From an optimization exercise on the open Yosys and OpenROAD flow, aimed at small area; shortcuts taken in it are not production practice. Only simulation tests tie the RTL to the original design; equivalence was not proved. The flow treats the clock pin as an ideal source, which a real chip does not have. No activity file was given, so power comes from the tool's default toggle rates.

==> design.v <==
module baud_tick_gen(
	input clk, reset,
	output reg tick,
	output wrap);
reg [12:0] acc;
always @(posedge clk)
	if (reset) {tick, acc} <= 14'd0;
	else {tick, acc} <= {1'b0, acc} + 14'd2147;
assign wrap = (acc == 13'd6045);
endmodule
module uart_rx(
	input clk,
	input reset,
	input rx,
	input tick,               
	input shift,              
	output reg rx_ready,
	output reg [7:0] rx_data
);
localparam
	IDLE      = 4'b0000,
	BIT_START = 4'b0001,
	BIT7      = 4'b1111,
	BIT_STOP  = 4'b0010;
reg [3:0] rx_state;
reg [1:0] rx_sync;
always @(posedge clk) if (reset) rx_sync <= 2'b11; else if (tick) rx_sync <= {rx_sync[0], rx};
reg [1:0] filter_cnt;
reg rx_bit;
always @(posedge clk)
	if (reset) begin
		filter_cnt <= 2'b11;
		rx_bit <= 1'b1;
	end else if (tick) begin
		if ((rx_sync[1] == 1'b1) && (filter_cnt != 2'b11)) filter_cnt <= filter_cnt + 1'd1;
		if ((rx_sync[1] == 1'b0) && (filter_cnt != 2'b00)) filter_cnt <= filter_cnt - 1'd1;
		if (filter_cnt == 2'b11) rx_bit <= 1'b1;
		else if (filter_cnt == 2'b00) rx_bit <= 1'b0;
	end
reg [2:0] os_cnt;
always @(posedge clk) if (reset) os_cnt <= 0; else if (tick) os_cnt <= (rx_state == IDLE) ? 3'd0 : os_cnt + 1'd1;
wire sample_now = tick && (os_cnt == 3'd3);
always @(posedge clk)
	if (reset) rx_state <= IDLE; else
	case (rx_state)
		IDLE:      if (~rx_bit) rx_state <= BIT_START;
		BIT_START: if (sample_now) rx_state <= 4'b1000;
		BIT_STOP:  if (sample_now) rx_state <= IDLE;
		4'b1000, 4'b1001, 4'b1010, 4'b1011,
		4'b1100, 4'b1101, 4'b1110:
		           if (sample_now) rx_state <= rx_state + 1'b1;
		BIT7:      if (sample_now) rx_state <= BIT_STOP;
		default:   rx_state <= IDLE;
	endcase
always @(posedge clk)
	if ((sample_now && rx_state[3]) || shift)
		rx_data <= {rx_bit, rx_data[7:1]};
always @(posedge clk)
	if (reset) rx_ready <= 1'b0;
	else rx_ready <= sample_now && (rx_state == BIT_STOP) && rx_bit;
endmodule
module uart_tx(
	input clk,
	input reset,
	input start,              
	input cont,               
	input [3:0] nib,          
	output load,              
	output active,
	output tx);
localparam
	IDLE  = 4'd0,
	STOP1 = 4'd2,
	STOP2 = 4'd3,
	G1    = 4'd4,
	G2    = 4'd5,
	G3    = 4'd6,
	START = 4'd7;    
reg [3:0] s;
reg [4:0] cnt;
reg first;                
wire bitstate = s[3] | (s == START) | (s == STOP1) | (s == STOP2);
wire short = (s == 4'd9) | (s == 4'd11) | (s == 4'd13) | (s == STOP1);
wire tick = (cnt == (short ? 5'd29 : 5'd30));
assign load = (s == G3);
assign active = (s != IDLE);
always @(posedge clk) begin
	if (reset) begin
		s <= IDLE;
		cnt <= 0;
	end else begin
		cnt <= (bitstate && !tick) ? cnt + 1'b1 : 5'd0;
		case (s)
			IDLE:    if (start) s <= G2;
			G1:      s <= cont ? G2 : IDLE;
			G2:      s <= G3;
			G3:      s <= START;
			4'd15:   if (tick) s <= STOP1;
			STOP2:   if (tick) s <= G1;
			4'd1:    s <= IDLE;
			default: if (tick) s <= s + 1'b1;
		endcase
	end
	if (start) first <= 1;
	else if (s == G1) first <= 0;
end
wire dbit = s[2] ? (s[1:0] == 2'd2 && !first) : (first ? s[1:0] != 2'd3 : nib[s[1:0]]);
assign tx = s[3] ? dbit : (s != START);
endmodule
module control(
	input wire clk, reset,
	input wire uart_rx,
	output wire uart_tx,
	output wire wrap        
);
	wire rx_tick, rx_ready;
	wire [7:0] rx_data;
	wire ins_now;
	baud_tick_gen tickgen(.clk(clk), .reset(reset), .tick(rx_tick), .wrap(wrap));
	uart_rx uart_rx_i(
		.clk(clk), .reset(reset), .rx(uart_rx), .tick(rx_tick),
		.shift(ins_now), .rx_ready(rx_ready), .rx_data(rx_data));
	reg [67:0] ring;
	reg [6:0] ph;
	reg clr, insp, insa;
	wire nib_rx = rx_ready && rx_data[7:4] == 4'h4;
	wire ins_start = (insp || nib_rx) && (ph == 7'd64 || ph == 7'd30);
	assign ins_now = insa || ins_start;
	wire ins_hi = ins_now && ph > 7'd40;     
	wire ins_lo = ins_now && ph < 7'd40;     
	wire ins_end = insa && (ph == 7'd67 || ph == 7'd33);
	always @(posedge clk)
		ring <= {ins_hi ? rx_data[0] : (ring[0] && !clr), ring[67:35],
		         ins_lo ? rx_data[0] : ring[34], ring[33:1]};
	always @(posedge clk)
		if (reset) begin
			ph <= 0;
			clr <= 1;
			insp <= 0;
			insa <= 0;
		end else begin
			if (ph == 7'd67) begin
				ph <= ins_end ? 7'd4 : 7'd0;
				clr <= 0;
			end else if (ins_end)
				ph <= 7'd38;
			else
				ph <= ph + 1'b1;
			insa <= ins_now && !ins_end;
			insp <= (insp || nib_rx) && !ins_start;
		end
	wire start = rx_ready && rx_data == 8'h6F;
	wire load, active;
	wire [3:0] nib;
	wire [6:0] col;
	dut mul(
		.clk(clk), .start(start), .run(active), .load(load),
		.ph(ph), .ring(ring), .nib(nib), .i(col));
	uart_tx uart_tx_i(
		.clk(clk), .reset(reset), .start(start),
		.cont(col < 7'd75), .nib(nib),
		.load(load), .active(active), .tx(uart_tx));
endmodule
module dut(
	input clk,
	input start,               
	input run,                 
	input load,                
	input [6:0] ph,
	input [67:0] ring,
	output reg [3:0] nib,
	output reg [6:0] i         
);
	reg [5:0] acc;
	reg act, skip;
	wire [7:0] k = {1'b0, i} - {1'b0, ph};
	wire valid = act && (ph <= 7'd34) && !k[7] && (k[6:0] <= 7'd29);
	wire [6:0] p = 7'd36 + i - {ph[5:0], 1'b0};
	wire pp = valid && ring[0] && ring[p];
	wire col_end = act && (ph == 7'd35);
	wire sweep = ph == 7'd67;
	always @(posedge clk) begin
		if (start) begin
			i <= 0;
			acc <= 0;
			act <= 0;
		end else if (col_end) begin
			acc <= {1'b0, acc[5:1]};
			nib[i[1:0]] <= acc[0];
			i <= i + 1'b1;
			act <= 0;
		end else begin
			if (pp) acc <= acc + 1'b1;
			if (sweep) act <= run && !skip && !load;
		end
		if (sweep) skip <= 0;
		else if (load || start) skip <= 1;
	end
endmodule
module top(input clk, input gsrn, uart_rx, output uart_tx, output [3:0] led);
	wire wrap;
	reg reset;
	always @(posedge clk)
		reset <= !gsrn;
	control ctrl_i (
		.clk(clk),
		.reset(reset),
		.uart_rx(uart_rx),
		.uart_tx(uart_tx),
		.wrap(wrap)
	);
	reg [2:0] led_hi;
	always @(posedge clk)
		if (reset) led_hi <= 0;
		else if (wrap) led_hi <= led_hi + 1'b1;
	assign led = ~{reset, ~uart_tx, ~uart_rx, led_hi[2]};
endmodule
==> flow/run.sh <==
#!/bin/bash
# Layout flow: the standard ORFS flow, except that the combinational logic
# of the standard synthesis is re-mapped by ABC for area (the registers, their
# names and cell types are kept), which is then proven equivalent to the
# standard netlist before it is used.
set -euo pipefail
W=$PWD
F=$W/flow
R=$W/orfs/results/$FLOW_PLATFORM/top/base
PD=$FLOW_HOME/platforms/$FLOW_PLATFORM
LIB=$(ls $PD/lib/sky130_fd_sc_hd__tt_025C_1v80.lib)

# 1. standard synthesis
bash standard.sh $R/1_2_yosys.v > synth_standard.log 2>&1
cp $R/1_2_yosys.v netlist_standard.v

# 2. re-map the combinational logic (sequential cells are black boxes)
DU=$(sed -n '/DONT_USE_CELLS/,/^$/p' $PD/config.mk | grep -o 'sky130_fd_sc_hd__[a-z0-9_]*' | sed 's/^/-dont_use /' | tr '\n' ' ')
BB=$(sed 's/^/setattr -mod -set blackbox 1 /' $F/seq_cells.txt)
cat > resyn.ys <<EOF
read_liberty -ignore_miss_func $LIB
$BB
read_verilog netlist_standard.v
hierarchy -top $FLOW_TOP
flatten
opt -full
abc -liberty $LIB $DU
opt_clean -purge
stat -liberty $LIB
write_verilog -noattr -noexpr -nohex -nodec netlist_resyn.v
EOF
yosys -s resyn.ys > resyn.log 2>&1

# 3. prove the new netlist equivalent to the standard one
cat > equiv.ys <<EOF
read_liberty -ignore_miss_func $LIB
read_verilog netlist_standard.v
hierarchy -top $FLOW_TOP
rename $FLOW_TOP gold
flatten gold
design -stash goldd
read_liberty -ignore_miss_func $LIB
read_verilog netlist_resyn.v
hierarchy -top $FLOW_TOP
rename $FLOW_TOP gate
flatten gate
design -stash gated
design -copy-from goldd -as gold gold
design -copy-from gated -as gate gate
equiv_make gold gate equiv
hierarchy -top equiv
opt_clean
equiv_simple -seq 2
equiv_induct
equiv_status -assert
EOF
if yosys -s equiv.ys > equiv.log 2>&1; then
  cp netlist_resyn.v $R/1_2_yosys.v
  echo "re-mapped netlist proven equivalent; using it" > resyn_status.txt
else
  echo "equivalence not proven; keeping the standard netlist" > resyn_status.txt
fi

# 4. the rest of the standard flow
bash standard.sh finish > flow_standard.log 2>&1
==> flow/seq_cells.txt <==
sky130_fd_sc_hd__dfbbn_1
sky130_fd_sc_hd__dfbbn_2
sky130_fd_sc_hd__dfbbp_1
sky130_fd_sc_hd__dfrbp_1
sky130_fd_sc_hd__dfrbp_2
sky130_fd_sc_hd__dfrtn_1
sky130_fd_sc_hd__dfrtp_1
sky130_fd_sc_hd__dfrtp_2
sky130_fd_sc_hd__dfrtp_4
sky130_fd_sc_hd__dfsbp_1
sky130_fd_sc_hd__dfsbp_2
sky130_fd_sc_hd__dfstp_1
sky130_fd_sc_hd__dfstp_2
sky130_fd_sc_hd__dfstp_4
sky130_fd_sc_hd__dfxbp_1
sky130_fd_sc_hd__dfxbp_2
sky130_fd_sc_hd__dfxtp_1
sky130_fd_sc_hd__dfxtp_2
sky130_fd_sc_hd__dfxtp_4
sky130_fd_sc_hd__dlclkp_1
sky130_fd_sc_hd__dlclkp_2
sky130_fd_sc_hd__dlclkp_4
sky130_fd_sc_hd__dlrbn_1
sky130_fd_sc_hd__dlrbn_2
sky130_fd_sc_hd__dlrbp_1
sky130_fd_sc_hd__dlrbp_2
sky130_fd_sc_hd__dlrtn_1
sky130_fd_sc_hd__dlrtn_2
sky130_fd_sc_hd__dlrtn_4
sky130_fd_sc_hd__dlrtp_1
sky130_fd_sc_hd__dlrtp_2
sky130_fd_sc_hd__dlrtp_4
sky130_fd_sc_hd__dlxbn_1
sky130_fd_sc_hd__dlxbn_2
sky130_fd_sc_hd__dlxbp_1
sky130_fd_sc_hd__dlxtn_1
sky130_fd_sc_hd__dlxtn_2
sky130_fd_sc_hd__dlxtn_4
sky130_fd_sc_hd__dlxtp_1
sky130_fd_sc_hd__edfxbp_1
sky130_fd_sc_hd__edfxtp_1
sky130_fd_sc_hd__lpflow_inputisolatch_1
sky130_fd_sc_hd__sdfbbn_1
sky130_fd_sc_hd__sdfbbn_2
sky130_fd_sc_hd__sdfbbp_1
sky130_fd_sc_hd__sdfrbp_1
sky130_fd_sc_hd__sdfrbp_2
sky130_fd_sc_hd__sdfrtn_1
sky130_fd_sc_hd__sdfrtp_1
sky130_fd_sc_hd__sdfrtp_2
sky130_fd_sc_hd__sdfrtp_4
sky130_fd_sc_hd__sdfsbp_1
sky130_fd_sc_hd__sdfsbp_2
sky130_fd_sc_hd__sdfstp_1
sky130_fd_sc_hd__sdfstp_2
sky130_fd_sc_hd__sdfstp_4
sky130_fd_sc_hd__sdfxbp_1
sky130_fd_sc_hd__sdfxbp_2
sky130_fd_sc_hd__sdfxtp_1
sky130_fd_sc_hd__sdfxtp_2
sky130_fd_sc_hd__sdfxtp_4
sky130_fd_sc_hd__sdlclkp_1
sky130_fd_sc_hd__sdlclkp_2
sky130_fd_sc_hd__sdlclkp_4
sky130_fd_sc_hd__sedfxbp_1
sky130_fd_sc_hd__sedfxbp_2
sky130_fd_sc_hd__sedfxtp_1
sky130_fd_sc_hd__sedfxtp_2
sky130_fd_sc_hd__sedfxtp_4
==> standard.sh <==
#!/bin/bash
# synth_recipe.tcl (not shown) runs the flow's synth.tcl, then flattens the netlist and writes it again
# the make line also repeats each setting of config.mk as NAME=value (left out here)
make -C /OpenROAD-flow-scripts/flow DESIGN_CONFIG=/design/flow/config.mk WORK_HOME=/design/flow/orfs CLKGATE_MAP_FILE= SYNTH_SCRIPT=/design/flow/synth_recipe.tcl "${@:-finish}"
==> config.mk <==
export PLATFORM = sky130hd
export DESIGN_NAME = top
export DESIGN_NICKNAME = top
export VERILOG_FILES = /design/flow/design.v
export SDC_FILE = /design/flow/constraint.sdc
export NUM_CORES = 4
export LEC_CHECK = 0
export CAP_MARGIN = 20
export CORE_MARGIN = 2
export CORE_UTILIZATION = 40
export CTS_BUF_LIST = sky130_fd_sc_hd__clkbuf_8
export CTS_CLUSTER_DIAMETER = 150
export CTS_CLUSTER_SIZE = 50
export PLACE_DENSITY = 0.6
export SLEW_MARGIN = 20
==> constraint.sdc <==
create_clock -name core_clock -period 12.0 [get_ports {clk}]
set_input_delay 2.4000 -clock core_clock [delete_from_list [all_inputs] [get_ports {clk}]]
set_output_delay 2.4000 -clock core_clock [all_outputs]
set_load 0.01 [all_outputs]
==> results of run 1 <==
-- registers in the layout (all words and copies together) (netlist names), 2 cells and up --
name / flops
ctrl_i.mul.i: 7
ctrl_i.uart_rx_i.rx_state: 4
led_hi: 3
ctrl_i.ph: 7
ctrl_i.uart_rx_i.filter_cnt: 2
ctrl_i.ring: 68
ctrl_i.mul.nib: 4
ctrl_i.tickgen.acc: 13
ctrl_i.uart_tx_i.s: 4
ctrl_i.uart_tx_i.cnt: 5
ctrl_i.mul.acc: 6
ctrl_i.uart_rx_i.rx_data: 8
ctrl_i.uart_rx_i.os_cnt: 3
ctrl_i.uart_rx_i.rx_sync: 2
-- final timing paths --
kind	slack, ns	cells past startpoint	end	startpoint
worst min-delay path	0.35	0	ctrl_i.ring[37]	ctrl_i.ring[38]
worst min register to register	0.35	0	ctrl_i.ring[37]	ctrl_i.ring[38]
worst max-delay path	6.18	2	led[1]	uart_rx
worst max register to register	8.01	11	ctrl_i.mul.acc[3]	ctrl_i.ph[1]
-- power by group through the flow --
stage	Sequential [W]	Combinational, W	Clock, W
2_1_floorplan	0.000531	0.0000878	0
6_report	0.000524	0.000112	0.000347
4_1_cts	0.000524	0.000112	0.000357
5_1_grt	0.000528	0.000125	0.000379
3_3_place_gp	0.000534	0.000108	0
3_5_place_dp	0.000535	0.000111	0
-- final cells by class --
class / instances / area [um2] / area share
flip-flops and latches: 146 / 3043 / 0.4828
multi-input cells: 405 / 2507 / 0.3979
clock buffers: 17 / 234.0 / 0.03713
well taps: 180 / 225.2 / 0.03574
clock inverters: 14 / 117.6 / 0.01866
repair buffers: 12 / 107.6 / 0.01707
inverters: 18 / 67.56 / 0.01072
-- per-stage QoR --
stage          total power [W]    util  std cells  hold slack (ns)  cell area, um2
6_report             0.0009828  0.4576        792           0.3462            6302
5_1_grt               0.001032  0.4576        792           0.3533            6302
4_1_cts              0.0009929  0.4576        792           0.3429            6302
3_5_place_dp         0.0006463  0.4320        761           0.3309            5951
3_3_place_gp         0.0006421  0.4320        761           0.3281            5951
2_1_floorplan        0.0006190       -        569           0.3241            5618
-- worst register-to-register path: stages, from the launching register on --
cell and delay (ns):
dfxtp_1 0.56, xor2_1 0.32, nand2_1 0.18, xor2_1 0.77
mux4_2 0.38, nor2b_1 0.15, a211oi_1 0.06, or3b_1 0.38
a31oi_1 0.31, nor2_1 0.23, o31a_1 0.35, a22o_1 0.20
-- metal layers --
layer | up-vias | routed length [um]
li1 | 2136 | -
met1 | 1979 | 5033
met2 | 79 | 5165
met3 | 29 | 394
met4 | 0 | 266
met5 | - | 0
==> run_results.csv, run 1 <==
group,metric,value,unit
floorplanning,ios,8,
pwr,p_comb_frac,0.114,
grt,grt_pass1_wl,18400,um
outcome,status,"complete, no violations",
setup_path,slowest_stage,"clkdlybuf4s50_1",
setup_path,slowest_delay,0.54,ns
sta,period_share,0.4846,
setup_path,cp_top_family,"buffers and inverters",
finish,antenna_cells,0,
grt,grt_start_max_net_pins,30,
setup_path,cp_max_fo,2,
clock_network,cts_root_buf,"clkbuf_8",
finish,syn2layout_area_growth,12.18,%
floorplanning,start_util,0.4079,
sta,slew_headroom,0.3590,
floorplanning,die_h,122.5,um
pwr,switching_share,0.2764,
placement,portBuffers,7,
sta,tightest_slew,0.9583,ns
setup_path,cp.required,9.60,ns
finish,num-nets-final,603,
logic_synthesis,syn_area,5618,um2
grt,grt.met2_usage,0.2542,
clock_network,clkSinkCount,146,
setup_path,crit_buf_inv,2,
sta,clock_skew,0.01249,ns
clock_network,cts_resized,0,
logic_synthesis,syn_avg_cell_area,9.873,um2
detailed_routing,routedWlPerCell,13.71,um
grt,grt_pass1_vias,4089,
detailed_routing,num_vias,4223,
grt,antenna_found_initial,0,
sta,setup_ws,6.185,ns
grt,grt_use_total,0.1561,
setup_path,cp-start-kind,"input port",
sta,setup-tns-final,0,ns
grt,use_met3,0.05762,
setup_path,crit_path_end_kind,"primary output",
finish,mostFrequentLayoutCell,"dfxtp_1",
clock_network,clockBufferDepth,2,
detailed_routing,wirelength,10860,um
pwr,seq_power_share,0.534,
grt,grtUsageMet1,0.1852,
sta,slew_viol_final,0,
sta,max_freq,0.1720,GHz
run,drv_cap,0,
floorplanning,die_w,122.5,um
setup_path,crit_top_cell,"clkdlybuf4s50_1",
detailed_routing,antenna_left,0,
clock_network,cts_tree,"built",
pwr,clock_power_share,0.353,
detailed_routing,drc,0,
sta,grt_setup_unrepaired,"no",
clock_network,htree_levels,4,
logic_synthesis,synth.net_count,572,
clock_network,hold_buffers,0,
finish,drive_gt1_frac,0.07190,
logic_synthesis,synth_warnings,6,
floorplanning,num_rows,43,
grt,overflow,0,
pwr,p_per_area,155.9,nW/um2
floorplanning,core,13770,um2
floorplanning,die_area,15010,um2
detailed_routing,first_pass_iters,4,
clock_network,post_cts_buffers,0,
finish,final_cell_mix,"dfxtp_1 (134), nor2_1 (54), nand2_1 (54), a21oi_1 (43), nor3_1 (30)",
setup_path,crit_chain,"clkdlybuf4s50_1 > clkdlybuf4s50_1",
placement,dp_hpwl,7387,um
grt,grt.busiest_layer,"met2",
pwr,cellLeakagePower,2.339,nW
pwr,p_switching,0.0002717,W
logic_synthesis,syn_inst,569,
sta,setup_viol,0,
clock_network,path_clk_slew,0.08,ns
min_path,hp-class,"reg -> reg",
placement,place_ws,6.182,ns
finish,fillers,1353,
sta,period_minus_slack,5.815,ns
clock_network,clk_latency,0.45,ns
pwr,p_int,0.0007112,W
clock_network,numCtsBuffers,17,
setup_path,path_class,"in -> out",
sta,hold_violations,0,
detailed_routing,viasPerCell,5.332,
setup_path,arrival,3.42,ns
detailed_routing,dr.first_iter.drc_count,266,
placement,gp_congestion,0.8078,
pwr,ir_worst_vdd,0.0001167,V
==> inputs of run 2 (changes only) <==
--- a/flow/run.sh
+++ b/flow/run.sh
@@ -62,4 +62,4 @@
 fi
 
 # 4. the rest of the standard flow
-bash standard.sh finish > flow_standard.log 2>&1
+bash standard.sh "CTS_ARGS=-sink_clustering_enable -repair_clock_nets -sink_clustering_size 50 -sink_clustering_max_diameter 150 -buf_list sky130_fd_sc_hd__clkbuf_8 -dont_use_dummy_load" finish > flow_standard.log 2>&1
==> run_results.csv, run 2 <==
group,metric,value,unit
pwr,p_per_area,147.3,nW/um2
finish,num-nets-final,603,
setup_path,slowest_stage,"clkdlybuf4s50_1",
sta,whs,0.3361,ns
finish,largest_reg_flops,68,
run,drv_cap,0,
outcome,status,"complete, no violations",
sta,setup_ws,6.185,ns
detailed_routing,antenna_left,0,
setup_path,crit_path_end_kind,"primary output",
finish,largestRegisters,"ctrl_i.ring: 68 flops, ctrl_i.tickgen.acc: 13 flops, ctrl_i.uart_rx_i.rx_data: 8 flops",
clock_network,path_clk_slew,0.08,ns
grt,grt_start_max_net_pins,30,
detailed_routing,viasPerCell,5.379,
setup_path,cp.required,9.60,ns
finish,regMostFlops,"ctrl_i.ring",
floorplanning,ios,8,
setup_path,r2r_start,"ctrl_i.ph[1]",
logic_synthesis,syn_avg_cell_area,9.873,um2
logic_synthesis,syn_area,5618,um2
sta,period_minus_slack,5.815,ns
grt,grt_pass1_wl,18070,um
pwr,p_int,0.0006745,W
finish,final_cell_mix,"dfxtp_1 (134), nor2_1 (54), nand2_1 (54), a21oi_1 (43), nor3_1 (30)",
sta,setup_viol,0,
setup_path,r2r_slack,8.02,ns
logic_synthesis,synth_warnings,6,
sta,clock_skew,0.02505,ns
clock_network,cts_root_buf,"clkbuf_8",
setup_path,cp_top_family,"buffers and inverters",
finish,drive_gt1_frac,0.05351,
clock_network,cts_resized,0,
floorplanning,die_h,122.5,um
clock_network,clockBufferDepth,2,
sta,setup-tns-final,0,ns
pwr,switching_share,0.2598,
setup_path,slowest_delay,0.54,ns
sta,tightest_slew,0.9322,ns
placement,portBuffers,7,
pwr,seq_power_share,0.576,
finish,fillers,1363,
pwr,p_comb_frac,0.123,
floorplanning,num_rows,43,
detailed_routing,wirelength,10700,um
sta,grt_setup_unrepaired,"no",
grt,grt_use_total,0.1537,
pwr,cellLeakagePower,2.277,nW
setup_path,cp_max_fo,2,
sta,hold_violations,0,
clock_network,cts_tree,"built",
grt,antenna_found_initial,0,
pwr,p_switching,0.0002368,W
floorplanning,core,13770,um2
clock_network,numCtsBuffers,17,
pwr,ir_worst_vdd,0.0001089,V
floorplanning,start_util,0.4079,
placement,dp_hpwl,7387,um
setup_path,arrival,3.42,ns
floorplanning,die_w,122.5,um
finish,mostFrequentLayoutCell,"dfxtp_1",
grt,grt_pass1_vias,4028,
setup_path,crit_top_cell,"clkdlybuf4s50_1",
clock_network,clkSinkCount,146,
placement,place_ws,6.182,ns
sta,slew_viol_final,0,
floorplanning,die_area,15010,um2
sta,period_share,0.4846,
detailed_routing,num_vias,4185,
logic_synthesis,synth.net_count,572,
setup_path,crit_chain,"clkdlybuf4s50_1 > clkdlybuf4s50_1",
min_path,hp-class,"reg -> reg",
setup_path,crit_buf_inv,2,
min_path,hp-start,"ctrl_i.ring[29]",
sta,slew_headroom,0.3764,
detailed_routing,first_pass_iters,4,
finish,antenna_cells,0,
detailed_routing,routedWlPerCell,13.76,um
logic_synthesis,syn_inst,569,
setup_path,cp-start-kind,"input port",
pwr,clock_power_share,0.301,
grt,overflow,0,
detailed_routing,dr.first_iter.drc_count,268,
placement,gp_congestion,0.8078,
detailed_routing,drc,0,
clock_network,clk_latency,0.44,ns
sta,max_freq,0.1720,GHz
clock_network,htree_levels,4,
setup_path,startpoint,"uart_rx",
setup_path,path_class,"in -> out",
clock_network,post_cts_buffers,0,
clock_network,hold_buffers,0,
finish,syn2layout_area_growth,10.09,%
-- run 2: path summary, 6_finish.rpt --
check                       to  depth (start not counted)
max                     led[1]                          2
min            ctrl_i.ring[28]                          0
max reg2reg  ctrl_i.mul.acc[2]                         11
min reg2reg    ctrl_i.ring[28]                          0
-- run 2: final cells by class --
class / count / area (um2) / share of cell area
Clock buffer: 17 / 234.0 / 0.03783
Inverter: 18 / 67.56 / 0.01092
Tap cell: 180 / 225.2 / 0.03642
Timing Repair Buffer: 12 / 107.6 / 0.01740
Sequential cell: 146 / 3043 / 0.4920
Multi-Input combinational cell: 405 / 2507 / 0.4054
-- run 2: power by group through the flow --
stage	registers [W]	clock network (W)	logic (W)
2_1_floorplan	0.000531	0	0.0000878
3_3_place_gp	0.000534	0	0.000108
3_5_place_dp	0.000535	0	0.000111
4_1_cts	0.000524	0.000286	0.000111
5_1_grt	0.000528	0.000306	0.000125
6_report	0.000525	0.000275	0.000112
-- run 2: metrics by stage --
stage	cell area (um2)	cells	util	power [W]
after floorplan	5618	569	-	0.0006190
after global placement	5951	761	0.4320	0.0006421
after detailed placement	5951	761	0.4320	0.0006463
after CTS	6185	778	0.4490	0.0009221
after global routing	6185	778	0.4490	0.0009594
final	6185	778	0.4490	0.0009113
-- run 2: layer usage --
layer / GRT usage / wire (um) / vias to the layer above
li1: - / - / 2119
met1: 0.1842 / 5003 / 1973
met2: 0.2455 / 5072 / 73
met3: 0.05762 / 383 / 20
met4: 0.06897 / 243 / 0
met5: 0 / 0 / -
==> inputs of run 3 (changes only) <==
--- a/flow/run.sh
+++ b/flow/run.sh
@@ -62,4 +62,4 @@
 fi
 
 # 4. the rest of the standard flow
-bash standard.sh "CTS_ARGS=-sink_clustering_enable -repair_clock_nets -sink_clustering_size 50 -sink_clustering_max_diameter 150 -buf_list sky130_fd_sc_hd__clkbuf_8 -dont_use_dummy_load" finish > flow_standard.log 2>&1
+bash standard.sh "CTS_ARGS=-sink_clustering_enable -repair_clock_nets -sink_clustering_size 80 -sink_clustering_max_diameter 300 -buf_list sky130_fd_sc_hd__clkbuf_8 -dont_use_dummy_load -sink_buffer_max_cap_derate 1.0 -sink_clustering_levels 1" finish > flow_standard.log 2>&1
==> run_results.csv, run 3 <==
group,metric,value,unit
outcome,status,"complete, no violations",
setup_path,slowest_delay,0.54,ns
sta,max_freq,0.1720,GHz
logic_synthesis,syn_avg_cell_area,9.873,um2
floorplanning,start_util,0.4079,
logic_synthesis,synth_warnings,6,
grt,use_met3,0.05762,
floorplanning,ios,8,
run,drv_cap,0,
sta,setup-tns-final,0,ns
clock_network,cts_resized,0,
finish,num-nets-final,603,
sta,slew_viol_final,0,
clock_network,clkSinkCount,146,
detailed_routing,routedWlPerCell,13.76,um
setup_path,cp-start-kind,"input port",
placement,portBuffers,7,
sta,grt_setup_unrepaired,"no",
finish,postLayoutCellArea,6185,um2
detailed_routing,first_pass_iters,4,
clock_network,htree_levels,4,
finish,seqCellArea,3043,um2
detailed_routing,drc,0,
setup_path,cp.required,9.60,ns
setup_path,path_depth,2,
sta,period_share,0.4846,
floorplanning,num_rows,43,
grt,grt_pass1_wl,18070,um
pwr,cellLeakagePower,2.277,nW
sta,slew_headroom,0.3764,
clock_network,path_clk_slew,0.08,ns
detailed_routing,dr.first_iter.drc_count,268,
min_path,hp-class,"reg -> reg",
grt,overflow,0,
grt,grtUsageMet1,0.1842,
grt,grt_pass1_vias,4028,
clock_network,clockBufferDepth,2,
sta,setup_viol,0,
setup_path,arrival,3.42,ns
floorplanning,die_h,122.5,um
setup_path,r2r_slack,8.02,ns
detailed_routing,antenna_left,0,
placement,gp_congestion,0.8078,
setup_path,cp-endpoint,"led[1]",
finish,drive_gt1_frac,0.05351,
sta,tightest_slew,0.9322,ns
finish,multiInputGateArea,2507,um2
finish,final_cell_mix,"dfxtp_1 (134), nor2_1 (54), nand2_1 (54), a21oi_1 (43), nor3_1 (30)",
detailed_routing,viasPerCell,5.379,
grt,antenna_found_initial,0,
setup_path,r2r_start,"ctrl_i.ph[1]",
detailed_routing,wirelength,10700,um
logic_synthesis,synth.net_count,572,
sta,period_minus_slack,5.815,ns
finish,regMostFlops,"ctrl_i.ring",
clock_network,hold_buffers,0,
setup_path,slowest_stage,"clkdlybuf4s50_1",
setup_path,cp_top_family,"buffers and inverters",
grt,grt.met2_usage,0.2455,
placement,placed_area,5951,um2
clock_network,post_cts_buffers,0,
sta,hold_violations,0,
floorplanning,die_area,15010,um2
setup_path,rr_endpoint,"ctrl_i.mul.acc[2]",
clock_network,numCtsBuffers,17,
setup_path,crit_top_cell,"clkdlybuf4s50_1",
setup_path,path_class,"in -> out",
setup_path,cp_max_fo,2,
clock_network,cts_tree,"built",
logic_synthesis,syn_area,5618,um2
finish,fillers,1363,
grt,grt.busiest_layer,"met2",
placement,dp_hpwl,7387,um
finish,syn2layout_area_growth,10.09,%
grt,grt_start_max_net_pins,30,
setup_path,crit_buf_inv,2,
logic_synthesis,syn_inst,569,
floorplanning,core,13770,um2
floorplanning,die_w,122.5,um
setup_path,crit_path_end_kind,"primary output",
grt,grt_use_total,0.1537,
clock_network,cts_root_buf,"clkbuf_8",
detailed_routing,num_vias,4185,
finish,largest_reg_flops,68,
clock_network,clk_latency,0.44,ns
finish,mostFrequentLayoutCell,"dfxtp_1",
sta,clock_skew,0.02505,ns
pwr,p_per_area,147.3,nW/um2
setup_path,startpoint,"uart_rx",
finish,largestRegisters,"ctrl_i.ring: 68 flops, ctrl_i.tickgen.acc: 13 flops, ctrl_i.uart_rx_i.rx_data: 8 flops",
setup_path,crit_chain,"clkdlybuf4s50_1 > clkdlybuf4s50_1",
finish,antenna_cells,0,
setup_path,ff2ff_path_depth,11,
pwr,ir_worst_vdd,0.0001089,V
[run 3: per-stage QoR]
step                      hold WS (ns)  std cells  worst slack, ns  total power (W)    util
final                           0.3361        778            6.185        0.0009113  0.4490
after global routing            0.3347        778            6.146        0.0009594  0.4490
after CTS                       0.3421        778            6.173        0.0009221  0.4490
after detailed placement        0.3309        761            6.182        0.0006463  0.4320
after global placement          0.3281        761            6.181        0.0006421  0.4320
after floorplan                 0.3241        569            7.200        0.0006190       -
[run 3: worst min path at each step]
stage / startpoint / end / slack, ns / cells after the start
floorplan: ctrl_i.ring[18] / ctrl_i.ring[17] / 0.32 / 0
finish: ctrl_i.ring[29] / ctrl_i.ring[28] / 0.34 / 0
CTS: ctrl_i.ring[38] / ctrl_i.ring[37] / 0.34 / 0
detailed placement: ctrl_i.ring[38] / ctrl_i.ring[37] / 0.33 / 0
global route: ctrl_i.ring[29] / ctrl_i.ring[28] / 0.33 / 0
global placement: ctrl_i.ring[61] / ctrl_i.ring[60] / 0.33 / 0
[run 3: where the power goes]
| group | switching [W] | total [W] | internal (W) |
|---|---|---|---|
| clock network | 0.000150 | 0.000275 | 0.000125 |
| registers | 0.0000202 | 0.000525 | 0.000505 |
| logic | 0.0000666 | 0.000112 | 0.0000454 |
| total | 0.000237 | 0.000911 | 0.000675 |
[run 3: area by class of cell]
cell class / instances / share of cell area
Sequential cell: 146 / 0.4920
Multi-Input combinational cell: 405 / 0.4054
Clock buffer: 17 / 0.03783
Inverter: 18 / 0.01092
Tap cell: 180 / 0.03642
Timing Repair Buffer: 12 / 0.01740
[run 3: layer usage]
| metal | wire, um | vias to the layer above |
|---|---|---|
| met2 | 5072 | 73 |
| met3 | 383 | 20 |
| met4 | 243 | 0 |
| met5 | 0 | - |
| met1 | 5003 | 1973 |
| li1 | - | 2119 |
==> inputs of run 4 (changes only) <==
--- a/flow/run.sh
+++ b/flow/run.sh
@@ -62,4 +62,4 @@
 fi
 
 # 4. the rest of the standard flow
-bash standard.sh "CTS_ARGS=-sink_clustering_enable -repair_clock_nets -sink_clustering_size 80 -sink_clustering_max_diameter 300 -buf_list sky130_fd_sc_hd__clkbuf_8 -dont_use_dummy_load -sink_buffer_max_cap_derate 1.0 -sink_clustering_levels 1" finish > flow_standard.log 2>&1
+bash standard.sh "CTS_ARGS=-sink_clustering_enable -repair_clock_nets -sink_clustering_size 80 -sink_clustering_max_diameter 300 -buf_list sky130_fd_sc_hd__clkbuf_16 -dont_use_dummy_load -sink_buffer_max_cap_derate 1.0" finish > flow_standard.log 2>&1
==> run_results.csv, run 4 <==
group,metric,value,unit
outcome,status,"complete, no violations",
detailed_routing,num_vias,4157,
logic_synthesis,synth.net_count,572,
sta,slew_headroom,0.3636,
sta,clock_skew,0.007478,ns
detailed_routing,first_pass_iters,4,
setup_path,crit_path_end_kind,"primary output",
grt,grt_start_max_net_pins,30,
floorplanning,core,13770,um2
sta,setup_viol,0,
clock_network,cts_tree,"built",
pwr,finalPower,0.001048,W
detailed_routing,dr.first_iter.drc_count,220,
sta,period_share,0.4846,
clock_network,clkSinkCount,146,
setup_path,slowest_delay,0.54,ns
run,drv_cap,0,
placement,placed_area,5951,um2
detailed_routing,routedWlPerCell,13.87,um
setup_path,path_class,"in -> out",
finish,final_cell_count_no_fill,778,
finish,antenna_cells,0,
sta,max_freq,0.1720,GHz
setup_path,cp-start-kind,"input port",
finish,largestRegisters,"ctrl_i.ring: 68 flops, ctrl_i.tickgen.acc: 13 flops, ctrl_i.uart_rx_i.rx_data: 8 flops",
grt,overflow,0,
clock_network,cts_resized,0,
finish,postLayoutCellArea,6376,um2
floorplanning,ios,8,
setup_path,path_depth,2,
pwr,cellLeakagePower,2.364,nW
floorplanning,start_util,0.4079,
grt,grt_use_total,0.1554,
sta,period_minus_slack,5.815,ns
sta,hold_violations,0,
detailed_routing,viasPerCell,5.343,
finish,final_cell_mix,"dfxtp_1 (134), nor2_1 (54), nand2_1 (54), a21oi_1 (43), nor3_1 (30)",
placement,dp_hpwl,7387,um
clock_network,clk_latency,0.41,ns
min_path,whs_path_depth,0,
pwr,p_per_area,164.4,nW/um2
sta,setup-tns-final,0,ns
setup_path,ff2ff_path_depth,11,
finish,mostFrequentLayoutCell,"dfxtp_1",
finish,num-nets-final,603,
logic_synthesis,syn_inst,569,
sta,slew_viol_final,0,
setup_path,slowest_stage,"clkdlybuf4s50_1",
clock_network,cts_root_buf,"clkbuf_16",
clock_network,htree_levels,4,
setup_path,crit_buf_inv,2,
logic_synthesis,synth_warnings,6,
floorplanning,die_w,122.5,um
setup_path,crit_top_cell,"clkdlybuf4s50_1",
grt,grt_pass1_wl,18290,um
finish,drive_gt1_frac,0.05351,
sta,tightest_slew,0.9514,ns
finish,syn2layout_area_growth,13.50,%
clock_network,path_clk_slew,0.06,ns
sta,grt_setup_unrepaired,"no",
clock_network,clockBufferDepth,2,
floorplanning,die_area,15010,um2
grt,antenna_found_initial,0,
floorplanning,num_rows,43,
detailed_routing,drc,0,
setup_path,arrival,3.42,ns
min_path,hp-class,"reg -> reg",
finish,largest_reg_flops,68,
setup_path,cp.required,9.60,ns
clock_network,post_cts_buffers,0,
detailed_routing,wirelength,10790,um
setup_path,cp_top_family,"buffers and inverters",
detailed_routing,antenna_left,0,
setup_path,cp_max_fo,2,
placement,portBuffers,7,
floorplanning,die_h,122.5,um
placement,dpl.cell_count,761,
pwr,ir_worst_vdd,0.0001144,V
logic_synthesis,syn_avg_cell_area,9.873,um2
clock_network,numCtsBuffers,17,
setup_path,crit_chain,"clkdlybuf4s50_1 > clkdlybuf4s50_1",
grt,grt_pass1_vias,4074,
logic_synthesis,syn_area,5618,um2
clock_network,hold_buffers,0,
placement,gp_congestion,0.8078,
finish,regMostFlops,"ctrl_i.ring",
run 4: cell type report:
class                           count  area [um2]
Inverter                           18       67.56
Fill cell                        1338        7397
Clock buffer                       17       425.4
Multi-Input combinational cell    405        2507
Tap cell                          180       225.2
Timing Repair Buffer               12       107.6
Sequential cell                   146        3043
run 4: power breakdown:
group	internal [W]	switching, W	leakage, nW	total (W)
clock	0.000244	0.000165	0.209	0.000410
combinational	0.0000454	0.0000670	0.972	0.000112
sequential	0.000506	0.0000203	1.18	0.000526
total	0.000795	0.000253	2.36	0.00105
run 4: layer usage:
| layer | wire length, um | vias to the layer above | share of wire | global-route usage |
|---|---|---|---|---|
| li1 | - | 2129 | - | - |
| met1 | 5030 | 1956 | 0.47 | 0.1839 |
| met2 | 5219 | 61 | 0.48 | 0.2507 |
| met3 | 378 | 11 | 0.035 | 0.05065 |
| met4 | 159 | 0 | 0.015 | 0.08261 |
| met5 | 0 | - | 0 | 0 |
run 4: metrics by stage:
step / util / setup WS (ns) / hold slack (ns)
after detailed placement: 0.4320 / 6.182 / 0.3309
after global placement: 0.4320 / 6.181 / 0.3281
after global routing: 0.4629 / 6.146 / 0.3431
after floorplan: - / 7.200 / 0.3241
after CTS: 0.4629 / 6.173 / 0.3402
final: 0.4629 / 6.185 / 0.3419
run 4: final timing paths:
check	start	to	slack (ns)
max	uart_rx	led[1]	6.18
max reg2reg	ctrl_i.ph[1]	ctrl_i.mul.acc[2]	8.02
min reg2reg	ctrl_i.ring[38]	ctrl_i.ring[37]	0.34
min	ctrl_i.ring[38]	ctrl_i.ring[37]	0.34
==> inputs of run 5 (changes only) <==
--- a/design.v
+++ b/design.v
@@ -15,7 +15,9 @@
 	input tick,               
 	input shift,              
 	output reg rx_ready,
-	output reg [7:0] rx_data
+	output reg [3:0] nib,     
+	output is_nib,            
+	output is_read            
 );
 localparam
 	IDLE      = 4'b0000,
@@ -38,7 +40,7 @@
 		else if (filter_cnt == 2'b00) rx_bit <= 1'b0;
 	end
 reg [2:0] os_cnt;
-always @(posedge clk) if (reset) os_cnt <= 0; else if (tick) os_cnt <= (rx_state == IDLE) ? 3'd0 : os_cnt + 1'd1;
+always @(posedge clk) if (tick) os_cnt <= (rx_state == IDLE) ? 3'd0 : os_cnt + 1'd1;
 wire sample_now = tick && (os_cnt == 3'd3);
 always @(posedge clk)
 	if (reset) rx_state <= IDLE; else
@@ -52,9 +54,20 @@
 		BIT7:      if (sample_now) rx_state <= BIT_STOP;
 		default:   rx_state <= IDLE;
 	endcase
-always @(posedge clk)
-	if ((sample_now && rx_state[3]) || shift)
-		rx_data <= {rx_bit, rx_data[7:1]};
+reg hi_ok, d5;
+always @(posedge clk) begin
+	if ((sample_now && rx_state[3] && !rx_state[2]) || shift)
+		nib <= {rx_bit, nib[3:1]};
+	if (sample_now && rx_state[3] && rx_state[2])
+		case (rx_state[1:0])
+			2'd0: hi_ok <= !rx_bit;
+			2'd1: d5 <= rx_bit;
+			2'd2: hi_ok <= hi_ok && rx_bit;
+			2'd3: hi_ok <= hi_ok && !rx_bit;
+		endcase
+end
+assign is_nib = hi_ok && !d5;
+assign is_read = hi_ok && d5 && nib == 4'hF;
 always @(posedge clk)
 	if (reset) rx_ready <= 1'b0;
 	else rx_ready <= sample_now && (rx_state == BIT_STOP) && rx_bit;
@@ -85,11 +98,10 @@
 assign load = (s == G3);
 assign active = (s != IDLE);
 always @(posedge clk) begin
+	cnt <= (bitstate && !tick) ? cnt + 1'b1 : 5'd0;    
 	if (reset) begin
 		s <= IDLE;
-		cnt <= 0;
 	end else begin
-		cnt <= (bitstate && !tick) ? cnt + 1'b1 : 5'd0;
 		case (s)
 			IDLE:    if (start) s <= G2;
 			G1:      s <= cont ? G2 : IDLE;
@@ -114,24 +126,26 @@
 	output wire wrap        
 );
 	wire rx_tick, rx_ready;
-	wire [7:0] rx_data;
+	wire [3:0] rx_nib;
+	wire is_nib, is_read;
 	wire ins_now;
 	baud_tick_gen tickgen(.clk(clk), .reset(reset), .tick(rx_tick), .wrap(wrap));
 	uart_rx uart_rx_i(
 		.clk(clk), .reset(reset), .rx(uart_rx), .tick(rx_tick),
-		.shift(ins_now), .rx_ready(rx_ready), .rx_data(rx_data));
+		.shift(ins_now), .rx_ready(rx_ready), .nib(rx_nib),
+		.is_nib(is_nib), .is_read(is_read));
 	reg [67:0] ring;
 	reg [6:0] ph;
 	reg clr, insp, insa;
-	wire nib_rx = rx_ready && rx_data[7:4] == 4'h4;
+	wire nib_rx = rx_ready && is_nib;
 	wire ins_start = (insp || nib_rx) && (ph == 7'd64 || ph == 7'd30);
 	assign ins_now = insa || ins_start;
 	wire ins_hi = ins_now && ph > 7'd40;     
 	wire ins_lo = ins_now && ph < 7'd40;     
 	wire ins_end = insa && (ph == 7'd67 || ph == 7'd33);
 	always @(posedge clk)
-		ring <= {ins_hi ? rx_data[0] : (ring[0] && !clr), ring[67:35],
-		         ins_lo ? rx_data[0] : ring[34], ring[33:1]};
+		ring <= {ins_hi ? rx_nib[0] : (ring[0] && !clr), ring[67:35],
+		         ins_lo ? rx_nib[0] : ring[34], ring[33:1]};
 	always @(posedge clk)
 		if (reset) begin
 			ph <= 0;
@@ -149,7 +163,7 @@
 			insa <= ins_now && !ins_end;
 			insp <= (insp || nib_rx) && !ins_start;
 		end
-	wire start = rx_ready && rx_data == 8'h6F;
+	wire start = rx_ready && is_read;
 	wire load, active;
 	wire [3:0] nib;
 	wire [6:0] col;
@@ -173,10 +187,11 @@
 );
 	reg [5:0] acc;
 	reg act, skip;
-	wire [7:0] k = {1'b0, i} - {1'b0, ph};
-	wire valid = act && (ph <= 7'd34) && !k[7] && (k[6:0] <= 7'd29);
-	wire [6:0] p = 7'd36 + i - {ph[5:0], 1'b0};
-	wire pp = valid && ring[0] && ring[p];
+	wire [6:0] k = {1'b0, i[5:0]} - {1'b0, ph[5:0]};    
+	wire valid = act && !i[6] && !k[6] && (k[5:0] <= 6'd29);
+	wire [4:0] q = 5'd17 + i[5:1] - ph[4:0];         
+	wire [63:0] rb = ring[65:2];
+	wire pp = valid && ring[0] && rb[{q, i[0]}];
 	wire col_end = act && (ph == 7'd35);
 	wire sweep = ph == 7'd67;
 	always @(posedge clk) begin
--- a/flow/run.sh
+++ b/flow/run.sh
@@ -1,8 +1,10 @@
 #!/bin/bash
-# Layout flow: the standard ORFS flow, except that the combinational logic
-# of the standard synthesis is re-mapped by ABC for area (the registers, their
-# names and cell types are kept), which is then proven equivalent to the
-# standard netlist before it is used.
+# Layout flow: the standard ORFS flow, except that
+# - the combinational logic of the standard synthesis is re-mapped by ABC for
+#   area (the registers, their names and cell types are kept), and proven
+#   equivalent to the standard netlist before it is used;
+# - the clock tree is four buffers, one per quarter of the registers
+#   (manual_cts.tcl), fed from the clock port through clock_tree_synthesis.
 set -euo pipefail
 W=$PWD
 F=$W/flow
@@ -24,7 +26,7 @@
 hierarchy -top $FLOW_TOP
 flatten
 opt -full
-abc -liberty $LIB $DU
+abc -liberty $LIB $DU -script +strash;dch,-f;amap,-F,20,-A,40;strash;dch,-f;amap,-F,20,-A,40;strash;dch,-f;amap,-F,20,-A,40;topo
 opt_clean -purge
 stat -liberty $LIB
 write_verilog -noattr -noexpr -nohex -nodec netlist_resyn.v
@@ -62,4 +64,4 @@
 fi
 
 # 4. the rest of the standard flow
-bash standard.sh "CTS_ARGS=-sink_clustering_enable -repair_clock_nets -sink_clustering_size 80 -sink_clustering_max_diameter 300 -buf_list sky130_fd_sc_hd__clkbuf_16 -dont_use_dummy_load -sink_buffer_max_cap_derate 1.0" finish > flow_standard.log 2>&1
+bash standard.sh "PRE_CTS_TCL=$F/manual_cts.tcl" "MANUAL_CTS_NET=clk" "MANUAL_CTS_LEAVES=4" "MANUAL_CTS_BUF=sky130_fd_sc_hd__clkbuf_16" "MANUAL_CTS_ROOT=sky130_fd_sc_hd__clkbuf_4" "CTS_ARGS=-clk_nets clk -buf_list sky130_fd_sc_hd__clkbuf_8 -dont_use_dummy_load" finish > flow_standard.log 2>&1
==> flow/manual_cts.tcl (new file) <==
# Sourced by ORFS's CTS step (PRE_CTS_TCL) before clock_tree_synthesis.
# Builds the clock tree by hand: the register clock pins are split into
# MANUAL_CTS_LEAVES groups by position (recursive halving, alternately by x
# and by y), each group is driven by one MANUAL_CTS_BUF buffer at the group's
# centre, and those buffers by one MANUAL_CTS_ROOT buffer at their centre,
# which is the clock port's only load. clock_tree_synthesis then finds the
# port's net already buffered and leaves it alone.
set block [ord::get_db_block]
set db [ord::get_db]
set clk_net [$block findNet $::env(MANUAL_CTS_NET)]
set leaf_master [$db findMaster $::env(MANUAL_CTS_BUF)]
set root_master [$db findMaster $::env(MANUAL_CTS_ROOT)]
set nleaves $::env(MANUAL_CTS_LEAVES)

set sinks {}
foreach it [$clk_net getITerms] {
  set loc [[$it getInst] getLocation]
  lappend sinks [list $it [lindex $loc 0] [lindex $loc 1]]
}
puts "manual_cts: [llength $sinks] sinks on [$clk_net getName]"

proc split_groups {groups idx} {
  set out {}
  foreach g $groups {
    set s [lsort -integer -index $idx $g]
    set h [expr {[llength $s] / 2}]
    lappend out [lrange $s 0 [expr {$h - 1}]] [lrange $s $h end]
  }
  return $out
}

set groups [list $sinks]
set idx 1
while {[llength $groups] < $nleaves} {
  set groups [split_groups $groups $idx]
  set idx [expr {3 - $idx}]
}

proc centre {items} {
  set sx 0
  set sy 0
  foreach s $items {
    set sx [expr {$sx + [lindex $s 1]}]
    set sy [expr {$sy + [lindex $s 2]}]
  }
  set n [llength $items]
  return [list [expr {$sx / $n}] [expr {$sy / $n}]]
}

set root_net [odb::dbNet_create $block "clknet_manual_root"]
$root_net setSigType CLOCK
set leaves {}
set k 0
foreach g $groups {
  lassign [centre $g] cx cy
  set buf [odb::dbInst_create $block $leaf_master "clkbuf_manual_$k"]
  set net [odb::dbNet_create $block "clknet_manual_$k"]
  $net setSigType CLOCK
  foreach s $g {
    set it [lindex $s 0]
    $it disconnect
    $it connect $net
  }
  [$buf findITerm A] connect $root_net
  [$buf findITerm X] connect $net
  $buf setLocation $cx $cy
  $buf setPlacementStatus PLACED
  lappend leaves [list $buf $cx $cy]
  puts "manual_cts: clkbuf_manual_$k drives [llength $g] sinks at ($cx, $cy)"
  incr k
}

lassign [centre $leaves] rx ry
set root [odb::dbInst_create $block $root_master "clkbuf_manual_root"]
[$root findITerm A] connect $clk_net
[$root findITerm X] connect $root_net
$root setLocation $rx $ry
$root setPlacementStatus PLACED
puts "manual_cts: clkbuf_manual_root drives $k buffers at ($rx, $ry)"
==> run_results.csv, run 5 <==
group,metric,value,unit
clock_network,cts_resized,0,
finish,final_cell_mix,"dfxtp_1 (131), nor2_1 (82), clkinv_1 (81), o21ai_0 (48), o22ai_1 (39)",
floorplanning,core,13090,um2
sta,setup_ws,6.187,ns
placement,portBuffers,7,
clock_network,path_clk_slew,0.12,ns
finish,drive_gt1_frac,0.01495,
setup_path,cp.required,9.60,ns
floorplanning,die_h,119.0,um
clock_network,hold_buffers,0,
setup_path,cp-start-kind,"input port",
detailed_routing,drc,0,
grt,grt_pass1_vias,3903,
clock_network,clk_latency,0.46,ns
sta,period_share,0.4844,
finish,num-nets-final,607,
grt,overflow,0,
finish,largestRegisters,"ctrl_i.ring: 68 flops, ctrl_i.tickgen.acc: 13 flops",
detailed_routing,first_pass_iters,4,
floorplanning,start_util,0.4040,
sta,setup_viol,0,
setup_path,arrival,3.41,ns
finish,syn2layout_area_growth,8.142,%
min_path,hp-class,"reg -> reg",
setup_path,ff2ff_path_depth,23,
logic_synthesis,synth.net_count,589,
clock_network,post_cts_buffers,0,
setup_path,r2r_slack,7.97,ns
outcome,status,"complete, no violations",
finish,regMostFlops,"ctrl_i.ring",
sta,clock_skew,0.008255,ns
logic_synthesis,syn_inst,586,
detailed_routing,routedWlPerCell,12.93,um
pwr,ir_worst_vdd,0.00008226,V
setup_path,crit_top_cell,"clkdlybuf4s50_1",
pwr,p_per_area,143.3,nW/um2
setup_path,path_class,"in -> out",
logic_synthesis,syn_avg_cell_area,9.021,um2
min_path,hp-start,"ctrl_i.ring[67]",
setup_path,cp_top_family,"buffers and inverters",
setup_path,slowest_stage,"clkdlybuf4s50_1",
grt,grt_start_max_net_pins,40,
sta,slew_headroom,0.3166,
sta,slew_viol_final,0,
grt,grt_use_total,0.1428,
sta,tightest_slew,1.017,ns
floorplanning,die_area,14150,um2
detailed_routing,antenna_left,0,
pwr,cellLeakagePower,1.890,nW
setup_path,cp_max_fo,2,
setup_path,rr_endpoint,"ctrl_i.mul.acc[5]",
grt,grt_pass1_wl,17720,um
setup_path,crit_buf_inv,2,
sta,period_minus_slack,5.813,ns
finish,mostFrequentLayoutCell,"dfxtp_1",
detailed_routing,dr.first_iter.drc_count,325,
floorplanning,ios,8,
detailed_routing,num_vias,4118,
setup_path,crit_chain,"clkdlybuf4s50_1 > clkdlybuf4s50_1",
setup_path,slowest_delay,0.54,ns
setup_path,r2r_start,"ctrl_i.ph[1]",
grt,antenna_found_initial,1,
sta,hold_violations,0,
sta,setup-tns-final,0,ns
placement,gp_congestion,0.8565,
run,drv_cap,0,
placement,dp_hpwl,7077,um
floorplanning,num_rows,42,
detailed_routing,wirelength,10080,um
logic_synthesis,syn_area,5286,um2
sta,grt_setup_unrepaired,"no",
sta,max_freq,0.1720,GHz
finish,largest_reg_flops,68,
placement,place_ws,6.183,ns
min_path,min_to,"ctrl_i.ring[66]",
logic_synthesis,synth_warnings,6,
floorplanning,die_w,119.0,um
min_path,whs_path_depth,0,
setup_path,crit_path_end_kind,"primary output",
detailed_routing,viasPerCell,5.286,
pwr,finalPower,0.0008190,W
run 5: worst max path at each step:
| stage | from | to | depth (start not counted) |
|---|---|---|---|
| after floorplan | uart_rx | led[1] | 0 |
| after global placement | uart_rx | led[1] | 2 |
| after detailed placement | uart_rx | led[1] | 2 |
| after CTS | uart_rx | led[1] | 2 |
| after global routing | uart_rx | led[1] | 2 |
| final | uart_rx | led[1] | 2 |
run 5: metal layers:
layer	up-vias	GRT usage	share of wire
li1	2154	-	-
met1	1918	0.1971	0.50
met2	38	0.2507	0.46
met3	8	0.01197	0.025
met4	0	0.01860	0.014
met5	-	0	0
run 5: layout make-up:
class / instances / area, um2
multi-input combinational: 361 / 1969
timing repair buffer: 11 / 100.1
sequential: 144 / 3013
tap: 176 / 220.2
inverter: 81 / 304.0
fill: 1285 / 7368
buffer: 5 / 107.6
antenna: 1 / 2.502
run 5: where the power goes:
part	internal, W	total, W	switching [W]
registers	0.000499	0.000514	0.0000143
logic	0.0000412	0.000112	0.0000703
clock network	0.0000648	0.000194	0.000129
total	0.000605	0.000819	0.000214
run 5: metrics by stage:
step / utilization / hold slack, ns / instances / instance area [um2]
after global placement: 0.4285 / 0.3168 / 773 / 5607
after floorplan: - / 0.3096 / 586 / 5286
after CTS: 0.4367 / 0.3186 / 778 / 5714
after detailed placement: 0.4285 / 0.3186 / 773 / 5607
final: 0.4369 / 0.3426 / 779 / 5717
after global routing: 0.4367 / 0.3512 / 778 / 5714
==> inputs of run 6 (changes only) <==
--- a/flow/run.sh
+++ b/flow/run.sh
@@ -64,4 +64,4 @@
 fi
 
 # 4. the rest of the standard flow
-bash standard.sh "PRE_CTS_TCL=$F/manual_cts.tcl" "MANUAL_CTS_NET=clk" "MANUAL_CTS_LEAVES=4" "MANUAL_CTS_BUF=sky130_fd_sc_hd__clkbuf_16" "MANUAL_CTS_ROOT=sky130_fd_sc_hd__clkbuf_4" "CTS_ARGS=-clk_nets clk -buf_list sky130_fd_sc_hd__clkbuf_8 -dont_use_dummy_load" finish > flow_standard.log 2>&1
+bash standard.sh "PRE_CTS_TCL=$F/manual_cts.tcl" "MANUAL_CTS_NET=clk" "MANUAL_CTS_LEAVES=8" "MANUAL_CTS_BUF=sky130_fd_sc_hd__clkbuf_8" "MANUAL_CTS_ROOT=sky130_fd_sc_hd__clkbuf_4" "CTS_ARGS=-clk_nets clk -buf_list sky130_fd_sc_hd__clkbuf_8 -dont_use_dummy_load" finish > flow_standard.log 2>&1
==> run_results.csv, run 6 <==
group,metric,value,unit
sta,period_share,0.4845,
setup_path,path_depth,2,
sta,period_minus_slack,5.814,ns
placement,portBuffers,7,
finish,num-nets-final,611,
run,drv_cap,0,
sta,slew_headroom,0.3137,
floorplanning,num_rows,42,
finish,drive_gt1_frac,0.02145,
floorplanning,die_w,119.0,um
min_path,hp-class,"reg -> reg",
detailed_routing,first_pass_iters,7,
setup_path,r2r_start,"ctrl_i.ph[1]",
setup_path,cp_top_family,"buffers and inverters",
finish,regMostFlops,"ctrl_i.ring",
pwr,cellLeakagePower,1.898,nW
logic_synthesis,syn_area,5286,um2
setup_path,slowest_delay,0.54,ns
sta,setup-tns-final,0,ns
detailed_routing,wirelength,10190,um
grt,grt_start_max_net_pins,40,
setup_path,slowest_stage,"clkdlybuf4s50_1",
sta,setup_viol,0,
pwr,p_per_area,143.9,nW/um2
pwr,ir_worst_vdd,0.0001143,V
grt,grt_pass1_vias,3930,
detailed_routing,num_vias,4129,
setup_path,crit_buf_inv,2,
floorplanning,start_util,0.4040,
sta,grt_setup_unrepaired,"no",
floorplanning,ios,8,
placement,gp_congestion,0.8565,
clock_network,clk_latency,0.50,ns
grt,grt_pass1_wl,18000,um
outcome,status,"complete, no violations",
detailed_routing,dr.first_iter.drc_count,365,
logic_synthesis,synth.net_count,589,
setup_path,path_class,"in -> out",
sta,clock_skew,0.008287,ns
clock_network,hold_buffers,0,
logic_synthesis,syn_inst,586,
sta,tightest_slew,1.022,ns
finish,final_cell_mix,"dfxtp_1 (131), nor2_1 (82), clkinv_1 (81), o21ai_0 (48), o22ai_1 (39)",
finish,seqCellArea,3013,um2
grt,overflow,0,
floorplanning,core,13090,um2
setup_path,arrival,3.41,ns
setup_path,cp-start-kind,"input port",
setup_path,crit_top_cell,"clkdlybuf4s50_1",
finish,largestRegisters,"ctrl_i.ring: 68 flops, ctrl_i.tickgen.acc: 13 flops",
detailed_routing,routedWlPerCell,13.02,um
finish,multiInputGateArea,1969,um2
logic_synthesis,synth_warnings,6,
detailed_routing,antenna_left,0,
floorplanning,die_h,119.0,um
setup_path,crit_chain,"clkdlybuf4s50_1 > clkdlybuf4s50_1",
clock_network,path_clk_slew,0.11,ns
clock_network,post_cts_buffers,0,
setup_path,rr_endpoint,"ctrl_i.mul.acc[5]",
grt,antenna_found_initial,1,
finish,largest_reg_flops,68,
finish,syn2layout_area_growth,8.331,%
setup_path,cp.required,9.60,ns
logic_synthesis,syn_avg_cell_area,9.021,um2
min_path,hp-start,"ctrl_i.ring[67]",
sta,hold_violations,0,
setup_path,cp-endpoint,"led[1]",
setup_path,r2r_slack,7.97,ns
setup_path,crit_path_end_kind,"primary output",
floorplanning,die_area,14150,um2
finish,mostFrequentLayoutCell,"dfxtp_1",
setup_path,ff2ff_path_depth,23,
detailed_routing,viasPerCell,5.273,
sta,slew_viol_final,0,
finish,fillers,1284,
grt,grt_use_total,0.1455,
sta,max_freq,0.1720,GHz
detailed_routing,drc,0,
clock_network,cts_resized,0,
sta,whs,0.3397,ns
placement,dp_hpwl,7077,um
setup_path,cp_max_fo,2,
setup_path,startpoint,"uart_rx",
[run 6: how the worst min path moves through the flow]
| stage | to | slack (ns) | cells past startpoint |
|---|---|---|---|
| after floorplan | ctrl_i.ring[0] | 0.31 | 0 |
| after global placement | ctrl_i.ring[65] | 0.32 | 0 |
| after detailed placement | ctrl_i.ring[66] | 0.32 | 0 |
| after CTS | ctrl_i.ring[66] | 0.32 | 0 |
| after global routing | ctrl_i.ring[65] | 0.35 | 0 |
| final | ctrl_i.ring[66] | 0.34 | 0 |
[run 6: cell type report]
type | instances | area share
diodes | 1 | 0.0004370
plain buffers | 9 | 0.02054
inverters | 81 | 0.05309
multi-input cells | 361 | 0.3439
flip-flops and latches | 144 | 0.5261
well taps | 176 | 0.03845
repair buffers | 11 | 0.01748
[run 6: stage by stage]
step / utilization / std cells / cell area [um2] / setup slack [ns] / power, W
after floorplan: - / 586 / 5286 / 7.200 / 0.0006104
after global placement: 0.4285 / 773 / 5607 / 6.181 / 0.0006326
after detailed placement: 0.4285 / 773 / 5607 / 6.183 / 0.0006355
after CTS: 0.4375 / 782 / 5724 / 6.180 / 0.0007831
after global routing: 0.4375 / 782 / 5724 / 6.144 / 0.0008724
final: 0.4377 / 783 / 5727 / 6.186 / 0.0008241
[run 6: report_power, final]
part | internal, W | total (W) | switching, W
Combinational | 0.0000412 | 0.000111 | 0.0000701
Sequential | 0.000499 | 0.000514 | 0.0000145
Clock | 0.0000635 | 0.000199 | 0.000136
Total | 0.000604 | 0.000824 | 0.000220
[run 6: per-layer routing]
metal,vias up,track usage,part of all wire
met4,0,0.02232,0.018
li1,2156,-,-
met2,40,0.2529,0.46
met1,1920,0.1999,0.50
met5,-,0,0
met3,13,0.01485,0.029
==> inputs of run 7 (changes only) <==
--- a/flow/run.sh
+++ b/flow/run.sh
@@ -64,4 +64,4 @@
 fi
 
 # 4. the rest of the standard flow
-bash standard.sh "PRE_CTS_TCL=$F/manual_cts.tcl" "MANUAL_CTS_NET=clk" "MANUAL_CTS_LEAVES=8" "MANUAL_CTS_BUF=sky130_fd_sc_hd__clkbuf_8" "MANUAL_CTS_ROOT=sky130_fd_sc_hd__clkbuf_4" "CTS_ARGS=-clk_nets clk -buf_list sky130_fd_sc_hd__clkbuf_8 -dont_use_dummy_load" finish > flow_standard.log 2>&1
+bash standard.sh "PRE_CTS_TCL=$F/manual_cts.tcl" "MANUAL_CTS_NET=clk" "BUFFER_PORTS_ARGS=-buffer_cell sky130_fd_sc_hd__buf_1" "MANUAL_CTS_LEAVES=8" "MANUAL_CTS_BUF=sky130_fd_sc_hd__clkbuf_8" "MANUAL_CTS_ROOT=sky130_fd_sc_hd__clkbuf_4" "CTS_ARGS=-clk_nets clk -buf_list sky130_fd_sc_hd__clkbuf_8 -dont_use_dummy_load" finish > flow_standard.log 2>&1
==> config.mk (replaced) <==
export PLATFORM = sky130hd
export DESIGN_NAME = top
export DESIGN_NICKNAME = top
export VERILOG_FILES = /design/flow/design.v
export SDC_FILE = /design/flow/constraint.sdc
export NUM_CORES = 4
export LEC_CHECK = 0
export CAP_MARGIN = 0
export CORE_MARGIN = 2
export CORE_UTILIZATION = 40
export GPL_TIMING_DRIVEN = 0
export PLACE_DENSITY = 0.6
export SLEW_MARGIN = 0
==> run_results.csv, run 7 <==
group,metric,value,unit
outcome,status,"complete, no violations",
pwr,p_per_area,144.9,nW/um2
finish,drive_gt1_frac,0.01658,
placement,dpl.cell_count,770,
finish,largest_reg_flops,68,
logic_synthesis,syn_inst,586,
floorplanning,die_area,14150,um2
setup_path,cp-start-kind,"flop",
floorplanning,die_h,119.0,um
grt,grt_use_total,0.1442,
sta,clock_skew,0.009421,ns
finish,final_cell_count_no_fill,780,
sta,hold_violations,0,
setup_path,slowest_delay,1.34,ns
detailed_routing,antenna_left,0,
finish,syn2layout_area_growth,7.077,%
detailed_routing,routedWlPerCell,12.94,um
floorplanning,ios,8,
pwr,ir_worst_vdd,0.00009648,V
sta,setup-tns-final,0,ns
floorplanning,num_rows,42,
min_path,hp-class,"reg -> reg",
detailed_routing,wirelength,10100,um
finish,largestRegisters,"ctrl_i.ring: 68 flops, ctrl_i.tickgen.acc: 13 flops",
grt,overflow,0,
finish,regMostFlops,"ctrl_i.ring",
setup_path,crit_buf_inv,3,
floorplanning,core,13090,um2
clock_network,hold_buffers,0,
grt,antenna_found_initial,1,
sta,slew_viol_final,0,
finish,fillers,1284,
pwr,cellLeakagePower,1.863,nW
clock_network,cts_resized,0,
finish,postLayoutCellArea,5660,um2
detailed_routing,viasPerCell,5.327,
sta,period_minus_slack,5.447,ns
setup_path,arrival,5.83,ns
detailed_routing,dr.first_iter.drc_count,258,
placement,dp_hpwl,6958,um
run,drv_cap,0,
grt,grt_start_max_net_pins,41,
sta,grt_setup_unrepaired,"no",
sta,max_freq,0.1836,GHz
logic_synthesis,synth.net_count,589,
detailed_routing,num_vias,4155,
placement,place_ws,6.494,ns
clock_network,clk_latency,0.50,ns
detailed_routing,first_pass_iters,7,
clock_network,post_cts_buffers,0,
sta,tightest_slew,1.248,ns
floorplanning,die_w,119.0,um
setup_path,crit_top_cell,"nand2_1",
setup_path,cp_max_fo,40,
clock_network,path_clk_slew,0.11,ns
detailed_routing,drc,0,
sta,setup_viol,0,
placement,placed_area,5540,um2
finish,mostFrequentLayoutCell,"dfxtp_1",
setup_path,slowest_stage,"clkinv_1",
grt,grt_pass1_vias,3944,
placement,gp_congestion,0.8757,
sta,slew_headroom,0.1671,
placement,portBuffers,7,
floorplanning,start_util,0.4040,
finish,num-nets-final,608,
setup_path,crit_path_end_kind,"flop",
setup_path,crit_chain,"clkinv_1 > a21oi_1 > o21bai_1 > nand2_1 > o21ai_0 > o22ai_1 > o22ai_1 > nand2_1 > nand2_1 > o21ai_0 > nor4_1 > nand2_1 > nor2_1 > clkinv_1 > nor2_1 > nand2_1 > clkinv_1 > nand2_1 > a21oi_1 > nor2_1",
setup_path,cp.required,12.38,ns
grt,grt_pass1_wl,17780,um
logic_synthesis,syn_avg_cell_area,9.021,um2
logic_synthesis,syn_area,5286,um2
logic_synthesis,synth_warnings,6,
finish,final_cell_mix,"dfxtp_1 (131), nor2_1 (82), clkinv_1 (81), o21ai_0 (47), o22ai_1 (39)",
setup_path,path_class,"reg -> reg",
sta,period_share,0.4539,
sta,setup_ws,6.553,ns
setup_path,cp_top_family,"buffers and inverters",
[run 7: per-stage QoR]
stage | hold slack, ns | power (W) | util
after floorplan | 0.3096 | 0.0006104 | -
after global placement | 0.3163 | 0.0006314 | 0.4228
after detailed placement | 0.3121 | 0.0006343 | 0.4234
after CTS | 0.3150 | 0.0007819 | 0.4324
after global routing | 0.3367 | 0.0008707 | 0.4324
final | 0.3281 | 0.0008203 | 0.4326
[run 7: routing by layer]
layer / track usage / vias to the layer above / share of wire
met5: 0 / - / 0
met4: 0.02976 / 0 / 0.024
met3: 0.01580 / 21 / 0.036
met2: 0.2475 / 64 / 0.45
met1: 0.1968 / 1914 / 0.49
li1: - / 2156 / -
[run 7: worst paths after layout]
kind,from,endpoint,cells past startpoint,slack (ns)
max,ctrl_i.mul.i[0],ctrl_i.mul.acc[5],20,6.55
min reg2reg,ctrl_i.ring[66],ctrl_i.ring[65],0,0.33
max reg2reg,ctrl_i.mul.i[0],ctrl_i.mul.acc[5],20,6.55
min,ctrl_i.ring[66],ctrl_i.ring[65],0,0.33
[run 7: worst reg2reg max path: stages (launching register included)]
cell,delay (ns)
dfxtp_1,1.16
clkinv_1,1.34
a21oi_1,0.49
o21bai_1,0.18
nand2_1,0.09
o21ai_0,0.08
o22ai_1,0.12
o22ai_1,0.20
nand2_1,0.10
nand2_1,0.06
o21ai_0,0.10
nor4_1,0.43
nand2_1,0.13
nor2_1,0.15
clkinv_1,0.09
nor2_1,0.17
nand2_1,0.09
clkinv_1,0.06
nand2_1,0.07
a21oi_1,0.15
nor2_1,0.05
[run 7: area by class of cell]
class	count	area, um2	area share
Buffer	9	117.6	0.02078
Antenna cell	1	2.502	0.0004421
Timing Repair Buffer	8	33.78	0.005968
Inverter	81	304.0	0.05371
Tap cell	176	220.2	0.03890
Multi-Input combinational cell	361	1969	0.3479
Sequential cell	144	3013	0.5323
[run 7: where the power goes]
part / switching (W) / total, W / internal (W)
Clock: 0.000132 / 0.000195 / 0.0000634
Combinational: 0.0000703 / 0.000110 / 0.0000399
Sequential: 0.0000155 / 0.000515 / 0.000499
Total: 0.000218 / 0.000820 / 0.000602

[separate check: timing with driven ports]
Ports are ideal in the flow. The routed layouts listed here were re-timed in OpenROAD. Step 1: set_driving_cell puts a clkbuf_16 on clk and a buf_2 on each other input, an assumption about the parent block. Step 2, shift: input delay + t, output delay - t, t = (earliest + latest rising clock arrival at the registers) / 2. This alone moves slack from input paths to output paths. Slacks: no drivers / after step 1 / after step 2; pairs: no drivers / after step 1.
run | t (ns) | setup slack, ns | slew at the worst register clock pin (ns)
run 1 | 0.475 | 6.185 / 6.162 / 6.162 | 0.09 / 0.09
run 2 | 0.465 | 6.185 / 6.162 / 6.162 | 0.08 / 0.08
run 3 | 0.465 | 6.185 / 6.162 / 6.162 | 0.08 / 0.08
run 4 | 0.448 | 6.185 / 6.162 / 6.162 | 0.06 / 0.06
run 5 | 0.493 | 6.187 / 6.164 / 6.164 | 0.12 / 0.12
run 6 | 0.524 | 6.186 / 6.164 / 6.164 | 0.11 / 0.11
run 7 | 0.524 | 6.553 / 6.553 / 6.553 | 0.11 / 0.11
After both steps every run listed still meets setup and hold.
